Background: an optimization exercise with open tools, aiming at small area, a short achievable clock period and few clock cycles per item. Do not read the settings as production practice. In this exercise RTL edits were held to simulation tests only and were not proved equivalent to the original.

Setup of run 1:
==> flow/design.v (excerpt) <==
module fast_power (
    input             clk,
    input             rst,
    input             start,
    input      [31:0] base,
    input      [31:0] exponent,
    output     [31:0] result,
    output reg        done
);
  reg        busy;
  reg        r_one;    
  reg        ph;       
  reg [31:0] e;
  reg        b_s;
  reg  [7:0] b_e;
  reg        b_l;
  reg [22:0] b_f;
  reg        r_s;
  reg  [7:0] r_e;
  reg        r_l;
  reg [22:0] r_f;
  assign result = {r_s, r_e, r_f};
  wire b_den  = ~b_l & (|b_f);           
  wire r_den  = ~r_l & (|r_f);
  wire e_last = ~(|e[31:1]);
  wire op_r   = e[0] & ~r_one & ~ph;     
  wire        x_s = op_r ? r_s : b_s;
  wire  [7:0] x_e = op_r ? r_e : b_e;
  wire        x_l = op_r ? r_l : b_l;
  wire [22:0] x_f = op_r ? r_f : b_f;
  wire [47:0] p;
  fpu_multiply mul (.x(x_f), .y(b_f), .p(p));
  wire        m_zero = ~(x_l & b_l);
  wire  [7:0] e_sum  = x_e + b_e + 8'd130;           
  wire  [7:0] m_e    = m_zero ? 8'd0 : (p[47] ? e_sum : e_sum - 8'd1);
  wire [22:0] m_f    = m_zero ? 23'd0 : (p[47] ? p[46:24] : p[45:23]);
  wire        m_s    = x_s ^ b_s;
  wire        m_l    = |m_e;
  always @(posedge clk) begin
    if (rst) begin
      busy <= 1'b0;
      done <= 1'b0;
    end else if (!busy) begin
      if (done) begin
        if (!start) done <= 1'b0;
      end else if (start) begin
        busy <= 1'b1;
      end
    end else if (!start) begin
      busy <= 1'b0;
    end else if (e == 32'd0) begin
      busy <= 1'b0;
      done <= 1'b1;
    end else if (!b_den && op_r && !r_den) begin
      if (e_last) begin
        busy <= 1'b0;
        done <= 1'b1;
      end
    end else if (!b_den && !op_r) begin
      if (e_last) begin
        busy <= 1'b0;
        done <= 1'b1;
      end
    end
  end
  always @(posedge clk) begin
    if (!busy) begin
      if (!done && start) begin
        e     <= exponent;
        b_s   <= base[31];
        b_e   <= base[30:23];
        b_l   <= |base[30:23];
  ...
Size in the first run: roughly 2700 cells after synthesis, ~100 flip-flops, about 100 I/O pins, ~21000 µm² of cells after synthesis.
make LEC_CHECK=0 ABC_AREA=1 CAP_MARGIN=60 CORE_MARGIN=2 CORE_UTILIZATION=40 SLEW_MARGIN=60 finish   # period 24.0 ns
run.sh (not shown) runs the stock make flow with config.mk's settings and CLKGATE_MAP_FILE= SYNTH_SCRIPT=/design/flow/synth_recipe.tcl, a recipe that flattens the netlist after the stock synthesis.
Testbench counts of run 1, summed over its fixed seeds: cycles 59,928, items 2,400.
--- input diff run 1..run 2 ---
# run 1
export LEC_CHECK = 0
export ABC_AREA = 1
export CAP_MARGIN = 60
export CORE_MARGIN = 2
export CORE_UTILIZATION = 40
export SLEW_MARGIN = 60
create_clock -name core_clock -period 24.0 [get_ports {clk}]
# run 2
export LEC_CHECK = 0
export ABC_AREA = 1
export CAP_MARGIN = 20
export CORE_MARGIN = 2
export CORE_UTILIZATION = 40
export SLEW_MARGIN = 20
create_clock -name core_clock -period 24.0 [get_ports {clk}]
==> comparison <==
Between run 2 and run 1, it is run 2 whose maximum frequency is lower, by 6.5%. Run 2 ends up with a worst slew margin relative to its limit that is 35 points lower than in run 1. There was hardly any difference in number of remaining DRC errors between run 1 and run 2. The final-layout clock-cell area share was comparable across run 1 and run 2. The count of vias placed by the detailed router on run 2 is in line with that on run 1. Against run 1, run 2 comes in 0.61 ns higher on final critical path time including I/O delays and setup. Run 1 → run 2: final cell utilization of the core was more or less identical, final clock period utilization by the worst path went up by 2.5 points.
## Diff of input files: run 3 against run 2
# run 2
export LEC_CHECK = 0
export ABC_AREA = 1
export CAP_MARGIN = 20
export CORE_MARGIN = 2
export CORE_UTILIZATION = 40
export SLEW_MARGIN = 20
create_clock -name core_clock -period 24.0 [get_ports {clk}]
# run 3
export LEC_CHECK = 0
export ABC_AREA = 1
export CAP_MARGIN = 85
export CORE_MARGIN = 2
export CORE_UTILIZATION = 40
export SLEW_MARGIN = 85
create_clock -name core_clock -period 24.0 [get_ports {clk}]
### Flow results
In run 3, the core utilization came out 14 points above the value in run 2.
On final clock period utilization by the worst path: between run 3 and run 2, it ends up lower for run 2.


== P ==
Another version of the RTL of fast_power (not shown whole).
Size in the first run: about 3,300 cells after synthesis, roughly 23,000 um^2 of cells after synthesis.
// fast_power
module fast_power (
    input             clk,
    input             rst,
    input             start,
    input      [31:0] base,
    input      [31:0] exponent,
    output     [31:0] result,
    output reg        done
);
  reg        busy;
  reg        r_one;    
  reg        op_r;     
  reg [31:0] e;        
  reg        b_s;
  reg  [7:0] b_e;
  reg        b_l;
  reg [22:0] b_f;
  reg        r_s;
  reg  [7:0] r_e;
  reg        r_l;
  reg [22:0] r_f;
  reg [22:0] x_f;
  assign result = {r_s, r_e, r_f};
  wire b_den  = ~b_l & (|b_f);           
  wire r_den  = ~r_l & (|r_f);
  wire e_zero = ~(|e);
  wire e_last = ~(|e[31:1]);
  wire        x_s = op_r ? r_s : b_s;
  wire  [7:0] x_e = op_r ? r_e : b_e;
  wire        x_l = op_r ? r_l : b_l;
  wire [47:0] p;
  fpu_multiply mul (.x(b_f), .y(x_f), .p(p));
  wire        m_zero = ~(x_l & b_l);
  wire  [7:0] e_hi   = x_e + b_e + 8'd130;           
  wire  [7:0] e_lo   = x_e + b_e + 8'd129;
  wire  [7:0] m_e    = m_zero ? 8'd0 : (p[47] ? e_hi : e_lo);
  wire [22:0] m_f    = m_zero ? 23'd0 : (p[47] ? p[46:24] : p[45:23]);
  wire        m_s    = x_s ^ b_s;
  wire        m_l    = ~m_zero & (p[47] ? (|e_hi) : (|e_lo));
  wire cap      = ~busy & ~done;               
  wire do_bnorm = busy & b_den;
  wire do_rnorm = busy & ~b_den & op_r & r_den;
  wire do_rmul  = busy & ~b_den & op_r & ~r_den;
  wire do_step  = busy & ~b_den & ~op_r & ~e_zero;    
  wire do_copy  = do_step & e[0] & r_one;
  wire finish   = e_zero | ((do_rmul | do_step) & e_last);
  ...
make LEC_CHECK=0 ABC_AREA=1 CAP_MARGIN=60 CORE_MARGIN=2 CORE_UTILIZATION=40 SLEW_MARGIN=75 finish   # period 24.0 ns
No stage failed in P, and the final checks on the layout all came back clean.
Testbench counts of P, summed over its fixed seeds: cycles 59,928, items 2,400.
What Q does differently from P at the input level:
--- a/flow/config.mk
+++ b/flow/config.mk
@@ -7,6 +7,6 @@
 export LEC_CHECK = 0
 export ABC_AREA = 1
-export CAP_MARGIN = 60
+export CAP_MARGIN = 20
 export CORE_MARGIN = 2
 export CORE_UTILIZATION = 40
-export SLEW_MARGIN = 75
+export SLEW_MARGIN = 90
Notes after the runs:
- Post-cts gate resize count came out exactly the same in P and Q.
- Combined area of all synthesized cells: P vs Q identical
- Q did not run to completion, as it errored out during 5_1_grt.
- P -> Q: number of placement rows delta 0, exact match
- Pre-CTS setup slack on Q is behind P.
- Comparing Q against P, there is no change at all in number of enable-type register cells in the synthesized netlist.
- Compared with P, Q shows a final HPWL from detailed placement that is about 80% higher.
- Compared with P, in Q post-synthesis adder-cell area fraction was more or less identical, synthesized cell count essentially unchanged, average cell area after synthesis now sits at about the same level.
- In Q, total cell area at the placement stage is higher than in P.
[inputs] R vs Q
--- a/flow/config.mk
+++ b/flow/config.mk
@@ -6,7 +6,7 @@
 export NUM_CORES = 4
 export LEC_CHECK = 0
-export ABC_AREA = 1
-export CAP_MARGIN = 20
+export ABC_AREA = 0
+export CAP_MARGIN = 60
 export CORE_MARGIN = 2
 export CORE_UTILIZATION = 40
-export SLEW_MARGIN = 90
+export SLEW_MARGIN = 60
--- outcome ---
R has completed all stages; timing, DRC and antenna checks passed.
Of Q and R, the higher post-placement cell count belongs to Q.
Side by side, final weighted congestion in routability-driven placement turned out lower in R than in Q.
Q → R: initial standard-cell utilization of the core now sits lower; overall die height now sits higher; cell area after placement now sits lower; netlist area before placement now sits higher.
R: average cell area after synthesis 4.8% above Q
diff inputs: R => S
--- a/flow/config.mk
+++ b/flow/config.mk
@@ -6,7 +6,7 @@
 export NUM_CORES = 4
 export LEC_CHECK = 0
-export ABC_AREA = 0
+export ABC_AREA = 1
 export CAP_MARGIN = 60
 export CORE_MARGIN = 2
-export CORE_UTILIZATION = 40
+export CORE_UTILIZATION = 60
 export SLEW_MARGIN = 60
Compared to R, S has number of buffers other than clock buffers in the final layout 40 lower.
For post-place instance area, dividing the value from R by the value from S gives 1.10.
Diff R..S | clock latency on the worst-skew pair | negligible
S: PASS, flow complete, no timing, DRC or antenna violations
For first-pass GRT wire length, dividing the value from S by the value from R gives 0.853.


Another version of the RTL of fast_power (not shown whole).
Size: roughly 2400 cells after synthesis, ~100 I/O pins, about 0.018 mm² of cells after synthesis.
Settings: LEC_CHECK=0, ABC_AREA=1, CAP_MARGIN=60, CORE_MARGIN=2, CORE_UTILIZATION=40, GPL_ROUTABILITY_DRIVEN=0, GPL_TIMING_DRIVEN=1, SLEW_MARGIN=75; clock period 24.0 ns.
standard.sh (not shown) runs the stock make flow with config.mk's settings and CLKGATE_MAP_FILE= SYNTH_SCRIPT=/design/flow/synth_recipe.tcl, a recipe that flattens the netlist after the stock synthesis.
==> flow/flow/run.sh <==
#!/bin/bash
# Standard layout with two changes: the port buffers are buf_1 cells instead
# of the default delay buffers, and after the standard synthesis the netlist's
# inverters around full adders are removed by flow/fa_polarity.py (a full
# adder with all inputs inverted gives both outputs inverted). Each tool's
# output goes to a log file of its own here.
set -euo pipefail
export BUFFER_PORTS_ARGS="-buffer_cell sky130_fd_sc_hd__buf_1"
bash standard.sh synth > synth.log 2>&1
R=orfs/results/sky130hd/fast_power/base
cp $R/1_2_yosys.v 1_2_yosys.standard.v
python3 flow/fa_polarity.py 1_2_yosys.standard.v $R/1_2_yosys.v > fa_polarity.log 2>&1
rm -f $R/1_synth.odb $R/1_synth.sdc
bash standard.sh > layout.log 2>&1
Other scripts of this flow, unchanged in this note and not shown: flow/flow/fa_polarity.py
Testbench counts at the start, summed over its fixed seeds: cycles 59,928, items 2,400.
Then changed:
--- a/flow/config.mk
+++ b/flow/config.mk
@@ -9 +9 @@
-export CAP_MARGIN = 60
+export CAP_MARGIN = 80
@@ -12,2 +11,0 @@
-export GPL_ROUTABILITY_DRIVEN = 0
-export GPL_TIMING_DRIVEN = 1
Register-to-register slack is better by 250 ps.
Area after synthesis does not change.
First-iteration DRC count grows by 1.9%.
Synthesized cell count does not change.
Setup slack is better by 250 ps.
Then changed:
--- a/flow/config.mk
+++ b/flow/config.mk
@@ -9 +9 @@
-export CAP_MARGIN = 80
+export CAP_MARGIN = 60
@@ -12 +12 @@
-export SLEW_MARGIN = 75
+export SLEW_MARGIN = 70
After rerunning: Area after synthesis does not change; cell area drops by about 6%.


fast_power again, from the RTL that the note above started with.
// fast_power
module fast_power (
    input             clk,
    input             rst,
    input             start,
    input      [31:0] base,
    input      [31:0] exponent,
    output     [31:0] result,
    output reg        done
);
export LEC_CHECK = 0
export ABC_AREA = 1
export CAP_MARGIN = 60
export CORE_MARGIN = 2
export CORE_UTILIZATION = 40
export SLEW_MARGIN = 75
create_clock -name core_clock -period 24.0 [get_ports {clk}]
==> flow/flow/fa_polarity.py <==
#!/usr/bin/env python3
"""Remove inverters around full adders in a mapped sky130hd netlist.

A full adder is self-dual: fa(~a, ~b, ~c) gives ~sum and ~carry. Yosys maps
adders with inverters on many of their inputs and outputs. This script looks
through inverters and buffers to the signal that drives them (its "root"),
chooses for each full adder whether it computes its outputs true or inverted
(all three inputs then taken inverted), and takes xor2/xnor2 inputs in
whichever polarity is at hand (swapping xor2 and xnor2 as the parity needs).
Then it builds one inverter for each root whose inverse is still needed.
Registers, ports and every other cell are kept as they are.

usage: fa_polarity.py in.v out.v
"""
import re
import sys

src = open(sys.argv[1]).read()

m = re.search(r'^\s*sky130_fd_sc_hd__\w+\s+\S+\s*\(', src, re.M)
head = src[:m.start()]
body = src[m.start():]
end = body.rindex('endmodule')
tail = body[end:]
body = body[:end]

inst_re = re.compile(r'\s*(sky130_fd_sc_hd__\w+)\s+(\S+)\s*\((.*?)\);', re.S)
pin_re = re.compile(r'\.(\w+)\(\s*([^()]*?)\s*\)')
insts = []
pos = 0
for im in inst_re.finditer(body):
    assert body[pos:im.start()].strip() == '', body[pos:im.start()][:200]
    pos = im.end()
    typ, name, pins = im.group(1), im.group(2), im.group(3)
    insts.append([typ, name, dict(pin_re.findall(pins))])
assert body[pos:].strip() == ''

OUTS = {'X', 'Y', 'Q', 'Q_N', 'SUM', 'COUT', 'HI', 'LO'}

def base(t):
    return t[len('sky130_fd_sc_hd__'):]

def is_inv(t):
    b = base(t)
    return re.fullmatch(r'(clk)?inv_\d+', b) is not None

def is_buf(t):
    b = base(t)
    return re.fullmatch(r'(clk)?buf_\d+', b) is not None

def is_fa(t):
    return re.fullmatch(r'fa_\d+', base(t)) is not None

def is_xor(t):
    return re.fullmatch(r'x(n)?or2_\d+', base(t)) is not None

# ports: nets named in the module header as inputs/outputs
ports_out = set()
ports_in = set()
for d, rng, names in re.findall(r'^\s*(input|output)\s+(\[\d+:\d+\])?\s*([^;]+);', head, re.M):
    for n in names.split(','):
        n = n.strip()
        if rng:
            hi, lo = map(int, rng[1:-1].split(':'))
            bits = ['%s[%d]' % (n, i) for i in range(min(hi, lo), max(hi, lo) + 1)]
        else:
            bits = [n]
        (ports_out if d == 'output' else ports_in).update(bits)

driver = {}
for k, (t, n, pins) in enumerate(insts):
    for p, net in pins.items():
        if p in OUTS:
            assert net not in driver, net
            driver[net] = (k, p)

# transparent cells: inverters and buffers not driving an output port
transp = set()
for k, (t, n, pins) in enumerate(insts):
    if (is_inv(t) or is_buf(t)):
        out = pins.get('Y', pins.get('X'))
        if out not in ports_out:
            transp.add(k)

def root_of(net):
    """(root net, polarity) of a net seen through transparent cells."""
    pol = 0
    while net in driver and driver[net][0] in transp:
        k = driver[net][0]
        t, _, pins = insts[k]
        if is_inv(t):
            pol ^= 1
        net = pins['A']
    return net, pol

fa_ids = [k for k, (t, n, p) in enumerate(insts) if is_fa(t)]
xor_ids = [k for k, (t, n, p) in enumerate(insts) if is_xor(t)]
fa_of_root = {}
for k in fa_ids:
    pins = insts[k][2]
    fa_of_root[pins['SUM']] = k
    fa_of_root[pins['COUT']] = k
xor_out = {insts[k][2]['X' if 'X' in insts[k][2] else 'Y'] for k in xor_ids}

# consumers: (root, needed polarity, kind, fa index or None)
# kind 'fix' needs the polarity; 'fa' toggles with the adder's flip;
# 'any' (xor inputs) takes either.
cons = {}
for k, (t, n, pins) in enumerate(insts):
    if k in transp:
        continue
    for p, net in pins.items():
        if p in OUTS or net == '' or net.startswith("1'b"):
            continue
        r, pol = root_of(net)
        if is_fa(t):
            kind = 'fa'
        elif is_xor(t):
            kind = 'any'
        else:
            kind = 'fix'
        cons.setdefault(r, []).append((pol, kind, k))
for net in ports_out:
    if net in driver and driver[net][0] in transp:
        raise SystemExit('output port driven by a transparent cell')

flip = {k: 0 for k in fa_ids}

def produced(r):
    k = fa_of_root.get(r)
    return flip[k] if k is not None else 0

def root_cost(r):
    need = set()
    for pol, kind, k in cons.get(r, []):
        if kind == 'any':
            continue
        if kind == 'fa':
            pol ^= flip[k]
        need.add(pol)
    if r in xor_out:
        return 0 if len(need) <= 1 else 1
    return 1 if (need - {produced(r)}) else 0

roots_of_fa = {}
for r, lst in cons.items():
    for pol, kind, k in lst:
        if kind == 'fa':
            roots_of_fa.setdefault(k, set()).add(r)
for k in fa_ids:
    pins = insts[k][2]
    roots_of_fa.setdefault(k, set()).update([pins['SUM'], pins['COUT']])

def total():
    return sum(root_cost(r) for r in cons)

before = total()
improved = True
rounds = 0
while improved and rounds < 50:
    improved = False
    rounds += 1
    for k in fa_ids:
        rs = roots_of_fa[k]
        c0 = sum(root_cost(r) for r in rs)
        flip[k] ^= 1
        c1 = sum(root_cost(r) for r in rs)
        if c1 < c0:
            improved = True
        else:
            flip[k] ^= 1
after = total()

# choose the polarity each xor output carries (the one its fixed users want)
xpol = {}
for r in xor_out:
    need = set()
    for pol, kind, k in cons.get(r, []):
        if kind == 'any':
            continue
        if kind == 'fa':
            pol ^= flip[k]
        need.add(pol)
    xpol[r] = 1 if need == {1} else 0

def avail(r):
    return xpol[r] if r in xpol else produced(r)

# rebuild
inv_net = {}
new_insts = []
counter = [0]

def get(r, pol):
    """net carrying root r at polarity pol (relative to the original)."""
    if pol == avail(r):
        return r
    if r not in inv_net:
        counter[0] += 1
        net = 'fapol_n%d' % counter[0]
        inv_net[r] = net
        new_insts.append(['sky130_fd_sc_hd__inv_1', 'fapol_i%d' % counter[0], {'A': r, 'Y': net}])
    return inv_net[r]

out_insts = []
for k, (t, n, pins) in enumerate(insts):
    if k in transp:
        continue
    newp = {}
    if is_xor(t):
        par = 0 if base(t).startswith('xor') else 1
        for p, net in pins.items():
            if p in OUTS:
                continue
            r, pol = root_of(net)
            newp[p] = r
            par ^= pol ^ avail(r)
        o = 'X' if 'X' in pins else 'Y'
        par ^= xpol[pins[o]]
        newp[o] = pins[o]
        drive = re.search(r'_(\d+)$', t).group(1)
        nt = 'sky130_fd_sc_hd__%s2_%s' % ('xnor' if par else 'xor', drive)
        onew = 'Y' if par else 'X'
        newp = {('A' if p == 'A' else 'B' if p == 'B' else onew): v for p, v in newp.items()}
        out_insts.append([nt, n, newp])
        continue
    f = flip.get(k, 0) if is_fa(t) else 0
    for p, net in pins.items():
        if p in OUTS or net == '' or net.startswith("1'b"):
            newp[p] = net
            continue
        r, pol = root_of(net)
        newp[p] = get(r, pol ^ f)
    out_insts.append([t, n, newp])
out_insts += new_insts

# wires: keep the header's declarations, add the new nets
decl = set(re.findall(r'^\s*wire\s+(?:\[\d+:\d+\]\s*)?(\S+?)\s*;', head, re.M))
extra = [v for v in inv_net.values() if v not in decl]
lines = [head.rstrip('\n')]
for v in extra:
    lines.append('  wire %s;' % v)
for t, n, pins in out_insts:
    pl = ',\n'.join('    .%s(%s%s)' % (p, v, ' ' if v.startswith('\\') else '')
                    for p, v in pins.items())
    lines.append('  %s %s (\n%s\n  );' % (t, n, pl))
lines.append(tail)
open(sys.argv[2], 'w').write('\n'.join(lines))
ninv0 = sum(1 for k in transp if is_inv(insts[k][0]))
nbuf0 = sum(1 for k in transp if is_buf(insts[k][0]))
print('inverters removed %d, buffers removed %d, inverters added %d; '
      'roots needing an inverse %d -> %d; adders flipped %d in %d rounds'
      % (ninv0, nbuf0, len(new_insts), before, after, sum(flip.values()), rounds))
Scripts as last shown in full above: flow/flow/run.sh
Testbench counts at the start, summed over its fixed seeds: cycles 59,928, items 2,400.
Rerun with:
--- a/flow/flow/fa_polarity.py
+++ b/flow/flow/fa_polarity.py
@@ -56,2 +56,5 @@
 
+def is_ha(t):
+    return re.fullmatch(r'ha_\d+', base(t)) is not None
+
 # ports: nets named in the module header as inputs/outputs
@@ -103,2 +106,6 @@
 xor_out = {insts[k][2]['X' if 'X' in insts[k][2] else 'Y'] for k in xor_ids}
+ha_ids = [k for k, (t, n, p) in enumerate(insts) if is_ha(t)]
+for k in ha_ids:
+    xor_out.add(insts[k][2]['SUM'])
+    xor_out.add(insts[k][2]['COUT'])
 
@@ -117,3 +124,3 @@
             kind = 'fa'
-        elif is_xor(t):
+        elif is_xor(t) or is_ha(t):
             kind = 'any'
@@ -226,2 +233,33 @@
         continue
+    if is_ha(t):
+        # half adder: sum as xor2/xnor2, carry as a two-input gate, each
+        # taking its inputs and giving its output in the polarity at hand
+        d = {}
+        ins = {}
+        for p in ('A', 'B'):
+            r, pol = root_of(pins[p])
+            ins[p] = r
+            d[p] = pol ^ avail(r)
+        so, co = pins['SUM'], pins['COUT']
+        par = d['A'] ^ d['B'] ^ xpol[so]
+        if par:
+            out_insts.append(['sky130_fd_sc_hd__xnor2_1', n + '_hs', {'A': ins['A'], 'B': ins['B'], 'Y': so}])
+        else:
+            out_insts.append(['sky130_fd_sc_hd__xor2_1', n + '_hs', {'A': ins['A'], 'B': ins['B'], 'X': so}])
+        po = xpol[co]
+        a, b = ins['A'], ins['B']
+        if d['A'] == 0 and d['B'] == 1:
+            a, b = b, a
+            da, db = 1, 0
+        else:
+            da, db = d['A'], d['B']
+        if (da, db) == (0, 0):
+            cell = ('nand2_1', {'A': a, 'B': b, 'Y': co}) if po else ('and2_0', {'A': a, 'B': b, 'X': co})
+        elif (da, db) == (1, 1):
+            cell = ('or2_0', {'A': a, 'B': b, 'X': co}) if po else ('nor2_1', {'A': a, 'B': b, 'Y': co})
+        else:
+            # a holds the inverted input
+            cell = ('nand2b_1', {'A_N': a, 'B': b, 'Y': co}) if po else ('nor2b_1', {'A': a, 'B_N': b, 'Y': co})
+        out_insts.append(['sky130_fd_sc_hd__' + cell[0], n + '_hc', cell[1]])
+        continue
     f = flip.get(k, 0) if is_fa(t) else 0
@@ -253 +291,2 @@
       % (ninv0, nbuf0, len(new_insts), before, after, sum(flip.values()), rounds))
+print('half adders split %d' % len(ha_ids))
Via count is about the same.
Hold slack got worse by 4.2 ps.
Design area came out lower by 0.81%.
Rerun with:
CORE_UTILIZATION = 60   (was 40)
PLACE_DENSITY = 0.75   (was unset)
- final cell count shrinks by 6.8%
- flip-flop and latch count does not change
- setup slack loses 86 ps
- synthesized area stays the same
- final area decreases by 1.6%
- utilization climbs by 22 points
- critical path depth came out higher by 1
- routed wire length goes down by 4.6%
- hold slack degrades by 6.0 ps
Rerun with:
CORE_UTILIZATION = 40   (was 60)
PLACE_DENSITY = unset   (was 0.75)
SLEW_MARGIN = 80   (was 75)
After rerunning: Register-to-register slack improved by 190 ps; worst setup slack gains 190 ps; maximum frequency increases by 2.7%; die area went up by about 50%.

## static timing again, ports no longer ideal
How much do the figures lean on ideal ports? The routed layouts below were timed once more, with nothing changed but the port constraints.
Step 1, drivers: a clkbuf_16 drives clk and a buf_2 each remaining input, both assumed.
Step 2, shift: input delay + t, output delay - t, t = (earliest + latest rising clock arrival at the registers) / 2. This alone moves slack from input paths to output paths.
a / b / c = ideal ports / drivers / drivers and shift; a / b = the first two.
| run | t (ns) | slack for setup (ns) | worst hold slack (ns) |
|---|---|---|---|
| run 1 | 0.399 | 15.308 / 15.308 / 15.308 | 0.549 / 0.549 / 0.549 |
| run 2 | 0.402 | 14.701 / 14.701 / 14.701 | 0.556 / 0.556 / 0.556 |
| run 3 | 0.409 | 14.268 / 14.268 / 14.268 | 0.550 / 0.550 / 0.550 |
| P | 0.468 | 16.892 / 16.892 / 16.892 | 0.509 / 0.509 / 0.509 |
| R | 0.484 | 15.618 / 15.618 / 15.618 | 0.477 / 0.477 / 0.477 |
| S | 0.479 | 16.358 / 16.358 / 16.358 | 0.493 / 0.493 / 0.493 |
| the first run of note 3 | 0.399 | 16.616 / 16.616 / 16.616 | 0.508 / 0.508 / 0.508 |
| the second run of note 3 | 0.402 | 16.871 / 16.871 / 16.871 | 0.515 / 0.515 / 0.515 |
| the third run of note 3 | 0.397 | 16.620 / 16.620 / 16.620 | 0.508 / 0.508 / 0.508 |
| the first run of note 4 | 0.401 | 16.665 / 16.665 / 16.665 | 0.518 / 0.518 / 0.518 |
| the second run of note 4 | 0.395 | 16.802 / 16.802 / 16.802 | 0.514 / 0.514 / 0.514 |
| the third run of note 4 | 0.395 | 16.716 / 16.716 / 16.716 | 0.508 / 0.508 / 0.508 |
| the fourth run of note 4 | 0.398 | 16.907 / 16.907 / 16.907 | 0.510 / 0.510 / 0.510 |
After both steps every run listed still meets setup and hold.
